This design comes from an exercise in tuning for small area and a short achievable clock period on the open sky130 flow, not from production work.
Only simulation tests tie the RTL to the original design; equivalence was not proved.
No activity file was given, so power comes from the tool's default toggle rates.

==> inputs of 12-17 <==
==> flow/design.v (excerpt) <==
module gg_deblock_filter_top (
    input  logic         clk,
    input  logic [511:0] blki_d,
    input  logic [17:0]  bs_d,
    input  logic [23:0]  qpz_d,
    input  logic [4:0]   FilterOffsetA_d,
    input  logic [4:0]   FilterOffsetB_d,
    input  logic         ch_flag_d,
    output logic [511:0] blko_q
);
Settings: LEC_CHECK=0, ABC_AREA=1, CAP_MARGIN=20, CORE_MARGIN=2, CORE_UTILIZATION=30, PLACE_DENSITY=0.35, SLEW_MARGIN=20; clock period 27.0 ns.
run.sh (not shown) runs the stock make flow with config.mk's settings and CLKGATE_MAP_FILE= SYNTH_SCRIPT=/design/flow/synth_recipe.tcl, a recipe that flattens the netlist after the stock synthesis.
==> 12-12: changes against 12-17 <==
--- a/flow/design.v
+++ b/flow/design.v
@@ -23,30 +23,33 @@
                 .unc ( vunc[ii] )
             );
         end
     endgenerate
 endmodule
 module gg_deblock_stage2
 (
     input  logic [0:3][0:15][7:0] blki,
-    output logic [0:3][0:15][7:0] blkb,    
+    output logic [0:3][0:15][7:0] blkm,    
     input  logic [0:2][41:0]      thr,
     input  logic [0:2][0:1][14:0] tcs,
     input  logic [0:2][0:1]       is4,
     input  logic [0:2][0:1]       is13,
     input  logic                  ch_flag,
     input  logic [0:3][4:0]       vflg,
     input  logic [0:3][28:0]      vunc,
-    output logic [0:7][17:0]      hadd     
+    output logic [0:7][4:0]       hflg,
+    output logic [0:7][17:0]      hclp
 );
     logic [0:15][7:0] cur_blk;
     logic [0:15][7:0] lef_blk;
-    logic [0:7][4:0]  hflg;
-    logic [0:7][17:0] hclp;
+    assign blkm[0] = blki[0];
+    assign blkm[1] = blki[1];
+    assign blkm[2] = lef_blk;
+    assign blkm[3] = cur_blk;
     genvar ii;
     generate
         for (ii = 0; ii < 4; ii++) begin : g_v
             gg_deblock_dp #(.MODE(3)) _dp (
                 .ch_flag ( ch_flag ), .tcs ( tcs[0][ii/2] ), .flags ( vflg[ii] ), .clp ( 18'd0 ), .unc ( vunc[ii] ),
                 .pi ( { blki[2][3+4*ii], blki[2][2+4*ii], blki[2][1+4*ii], blki[2][0+4*ii] } ),
                 .qi ( { blki[3][0+4*ii], blki[3][1+4*ii], blki[3][2+4*ii], blki[3][3+4*ii] } ),
                 .po ( { lef_blk[3+4*ii], lef_blk[2+4*ii], lef_blk[1+4*ii], lef_blk[0+4*ii] } ),
@@ -73,59 +76,47 @@
                 .flags ( hflg[4+ii] )
             );
             gg_deblock_clip _clp2 (
                 .ch_flag ( ch_flag ), .tcs ( tcs[2][ii/2] ), .flags ( hflg[4+ii] ),
                 .pi ( { blki[1][3*4+ii], blki[1][2*4+ii], blki[1][1*4+ii], blki[1][0*4+ii] } ),
                 .qi ( { cur_blk[0*4+ii], cur_blk[1*4+ii], cur_blk[2*4+ii], cur_blk[3*4+ii] } ),
                 .clp ( hclp[4+ii] )
             );
-            gg_deblock_dp #(.MODE(2)) _bas1 (
-                .ch_flag ( ch_flag ), .tcs ( 15'd0 ), .flags ( hflg[ii] & 5'b10111 ), .clp ( 18'd0 ), .unc ( 29'd0 ),
-                .pi ( { blki[0][3*4+ii], blki[0][2*4+ii], blki[0][1*4+ii], blki[0][0*4+ii] } ),
-                .qi ( { lef_blk[0*4+ii], lef_blk[1*4+ii], lef_blk[2*4+ii], lef_blk[3*4+ii] } ),
-                .po ( { blkb[0][3*4+ii], blkb[0][2*4+ii], blkb[0][1*4+ii], blkb[0][0*4+ii] } ),
-                .qo ( { blkb[2][0*4+ii], blkb[2][1*4+ii], blkb[2][2*4+ii], blkb[2][3*4+ii] } )
-            );
-            gg_deblock_dp #(.MODE(2)) _bas2 (
-                .ch_flag ( ch_flag ), .tcs ( 15'd0 ), .flags ( hflg[4+ii] & 5'b10111 ), .clp ( 18'd0 ), .unc ( 29'd0 ),
-                .pi ( { blki[1][3*4+ii], blki[1][2*4+ii], blki[1][1*4+ii], blki[1][0*4+ii] } ),
-                .qi ( { cur_blk[0*4+ii], cur_blk[1*4+ii], cur_blk[2*4+ii], cur_blk[3*4+ii] } ),
-                .po ( { blkb[1][3*4+ii], blkb[1][2*4+ii], blkb[1][1*4+ii], blkb[1][0*4+ii] } ),
-                .qo ( { blkb[3][0*4+ii], blkb[3][1*4+ii], blkb[3][2*4+ii], blkb[3][3*4+ii] } )
-            );
-        end
-        for (ii = 0; ii < 8; ii++) begin : g_add
-            assign hadd[ii][17:12] = hflg[ii][3] ? hclp[ii][17:12] : 6'd0;
-            assign hadd[ii][11:6]  = (hflg[ii][3] && hflg[ii][2] && !ch_flag) ? hclp[ii][11:6] : 6'd0;
-            assign hadd[ii][5:0]   = (hflg[ii][3] && hflg[ii][1] && !ch_flag) ? hclp[ii][5:0]  : 6'd0;
         end
     endgenerate
 endmodule
 module gg_deblock_stage3
 (
-    input  logic [0:3][0:15][7:0] blkb,
+    input  logic [0:3][0:15][7:0] blkm,
     output logic [0:3][0:15][7:0] blko,
-    input  logic [0:7][17:0]      hadd
+    input  logic [1:2][0:1][14:0] tcs,
+    input  logic                  ch_flag,
+    input  logic [0:7][4:0]       hflg,
+    input  logic [0:7][17:0]      hclp
 );
-    function automatic logic [31:0] addc(input logic [31:0] pq, input logic [17:0] c);
-        logic [7:0] p0, p1, q0, q1;
-        { p1, p0, q0, q1 } = pq;
-        addc = { p1 + {{2{c[11]}}, c[11:6]}, p0 + {{2{c[17]}}, c[17:12]},
-                 q0 - {{2{c[17]}}, c[17:12]}, q1 + {{2{c[5]}}, c[5:0]} };
-    endfunction
-    always_comb begin
-        blko = blkb;
-        for (int ii = 0; ii < 4; ii++) begin
-            { blko[0][2*4+ii], blko[0][3*4+ii], blko[2][0*4+ii], blko[2][1*4+ii] } =
-                addc({ blkb[0][2*4+ii], blkb[0][3*4+ii], blkb[2][0*4+ii], blkb[2][1*4+ii] }, hadd[ii]);
-            { blko[1][2*4+ii], blko[1][3*4+ii], blko[3][0*4+ii], blko[3][1*4+ii] } =
-                addc({ blkb[1][2*4+ii], blkb[1][3*4+ii], blkb[3][0*4+ii], blkb[3][1*4+ii] }, hadd[4+ii]);
+    genvar ii;
+    generate
+        for (ii = 0; ii < 4; ii++) begin : g_h
+            gg_deblock_dp #(.MODE(2)) _dp1 (
+                .ch_flag ( ch_flag ), .tcs ( tcs[1][ii/2] ), .flags ( hflg[ii] ), .clp ( hclp[ii] ), .unc ( 29'd0 ),
+                .pi ( { blkm[0][3*4+ii], blkm[0][2*4+ii], blkm[0][1*4+ii], blkm[0][0*4+ii] } ),
+                .qi ( { blkm[2][0*4+ii], blkm[2][1*4+ii], blkm[2][2*4+ii], blkm[2][3*4+ii] } ),
+                .po ( { blko[0][3*4+ii], blko[0][2*4+ii], blko[0][1*4+ii], blko[0][0*4+ii] } ),
+                .qo ( { blko[2][0*4+ii], blko[2][1*4+ii], blko[2][2*4+ii], blko[2][3*4+ii] } )
+            );
+            gg_deblock_dp #(.MODE(2)) _dp2 (
+                .ch_flag ( ch_flag ), .tcs ( tcs[2][ii/2] ), .flags ( hflg[4+ii] ), .clp ( hclp[4+ii] ), .unc ( 29'd0 ),
+                .pi ( { blkm[1][3*4+ii], blkm[1][2*4+ii], blkm[1][1*4+ii], blkm[1][0*4+ii] } ),
+                .qi ( { blkm[3][0*4+ii], blkm[3][1*4+ii], blkm[3][2*4+ii], blkm[3][3*4+ii] } ),
+                .po ( { blko[1][3*4+ii], blko[1][2*4+ii], blko[1][1*4+ii], blko[1][0*4+ii] } ),
+                .qo ( { blko[3][0*4+ii], blko[3][1*4+ii], blko[3][2*4+ii], blko[3][3*4+ii] } )
+            );
         end
-    end
+    endgenerate
 endmodule
 module gg_deblock_index
 (
     input  logic [0:3][5:0] qpz,
     input  logic [4:0] FilterOffsetA,
     input  logic [4:0] FilterOffsetB,
     input  logic ch_flag,
     output logic [0:2][6:0] tA,      
@@ -1053,32 +1044,40 @@
         ch_flag <= ch_flag_d;
         vflg    <= vflg_w;
         tcs0    <= tcs_w[0];
         vunc    <= vunc_w;
     end
     logic [0:2][41:0]      thr;
     logic [0:2][0:1][14:0] tcs, tcs_s2;
     logic [0:2][0:1]       is4, is13;
-    logic [0:3][0:15][7:0] blkb_w;
-    logic [0:7][17:0]      hadd_w;
+    logic [0:3][0:15][7:0] blkm_w;
+    logic [0:7][4:0]       hflg_w;
+    logic [0:7][17:0]      hclp_w;
     gg_deblock_params _par2 (
         .tA(tA), .tB(tB), .bs(bs),
         .thr(thr), .tcs(tcs), .is4(is4), .is13(is13)
     );
     assign tcs_s2 = { tcs0, tcs[1], tcs[2] };
     gg_deblock_stage2 _st2 (
-        .blki ( blki ), .blkb ( blkb_w ),
+        .blki ( blki ), .blkm ( blkm_w ),
         .thr ( thr ), .tcs ( tcs_s2 ), .is4 ( is4 ), .is13 ( is13 ),
-        .ch_flag ( ch_flag ), .vflg ( vflg ), .vunc ( vunc ), .hadd ( hadd_w )
+        .ch_flag ( ch_flag ), .vflg ( vflg ), .vunc ( vunc ), .hflg ( hflg_w ), .hclp ( hclp_w )
     );
-    logic [0:3][0:15][7:0] blkb;
-    logic [0:7][17:0]      hadd;
+    logic [0:3][0:15][7:0] blkm;
+    logic [0:7][4:0]       hflg;
+    logic [0:7][17:0]      hclp;
+    logic [1:2][0:1][14:0] tcs_h;
+    logic                  ch_flag_h;
     always_ff @(posedge clk) begin
-        blkb <= blkb_w;
-        hadd <= hadd_w;
+        blkm      <= blkm_w;
+        hflg      <= hflg_w;
+        hclp      <= hclp_w;
+        tcs_h     <= tcs[1:2];
+        ch_flag_h <= ch_flag;
     end
     logic [0:3][0:15][7:0] blko;
     gg_deblock_stage3 _st3 (
-        .blkb ( blkb ), .blko ( blko ), .hadd ( hadd )
+        .blkm ( blkm ), .blko ( blko ), .tcs ( tcs_h ), .ch_flag ( ch_flag_h ),
+        .hflg ( hflg ), .hclp ( hclp )
     );
     assign blko_q = blko;
 endmodule
==> comparison table <==
metric                                                              12-17         12-12
Avg WL per Cell                                                  26.29 um      25.80 um
First-pass GRT wire length                                        1241 mm       1246 mm
Worst slack at placement                                         12820 ps      13510 ps
Initial core utilization                                           30.05%        30.13%
Area of the die                                                647600 um2    650400 um2
XOR/XNOR Fraction of Synth Area                                    6.361%        4.968%
Pwr Density                                                  79.24 nW/um2  81.68 nW/um2
Summed area of non-filler cells in the final layout            221300 um2    223500 um2
Mean instance size in the synthesized netlist                   8.041 um2     7.908 um2
Clock buffer count in the final layout                                244           269
Smallest setup slack after layout                                13820 ps      14350 ps
DIE WIDTH                                                        804.7 um      806.5 um
Num sequential                                                       1373          1414
Routing usage on met3                                              3.334%        3.744%
Synthesized-area fraction occupied by and/or/nand/nor cells        12.87%        14.24%
Number of logic inverters in the finished layout                     5355          5109
Buffering overhead                                                 6.249%        5.935%
Power attributed to sequential cells                              2.54 mW       2.95 mW
Worst Max-Slew Pin Slew                                           1234 ps       1317 ps
F_max                                                           75.88 MHz     79.06 MHz
Area of all sequential standard cells                           27500 um2     28320 um2
Detailed router's first-iteration violation count                   10804         11619
Run status                               no timing/DRC/antenna violations  no timing/DRC/antenna violations

## port drivers added, routing unchanged
The flow's constraints put no driver on any port. The routed layouts listed below were extracted and timed again, unchanged, in two steps. Step 1, drivers: a clkbuf_16 drives clk and a buf_2 each remaining input, both assumed. Step 2, shift: input delay + t, output delay - t, t = (earliest + latest rising clock arrival at the registers) / 2. This alone moves slack from input paths to output paths. Three values: no drivers, after step 1, after step 2; two values: the first two.
run | shift t [ns] | slack for setup (ns) | pins driven straight from the clock port
12-17 | 1.131 | 13.821 / 13.954 / 12.823 | 1
12-12 | 1.133 | 14.351 / 14.459 / 13.326 | 1
After both steps setup and hold are still met in every run listed. The setup slack of 12-12, which loses most, moves by +0.108 ns with the drivers and by -1.025 ns with both steps.
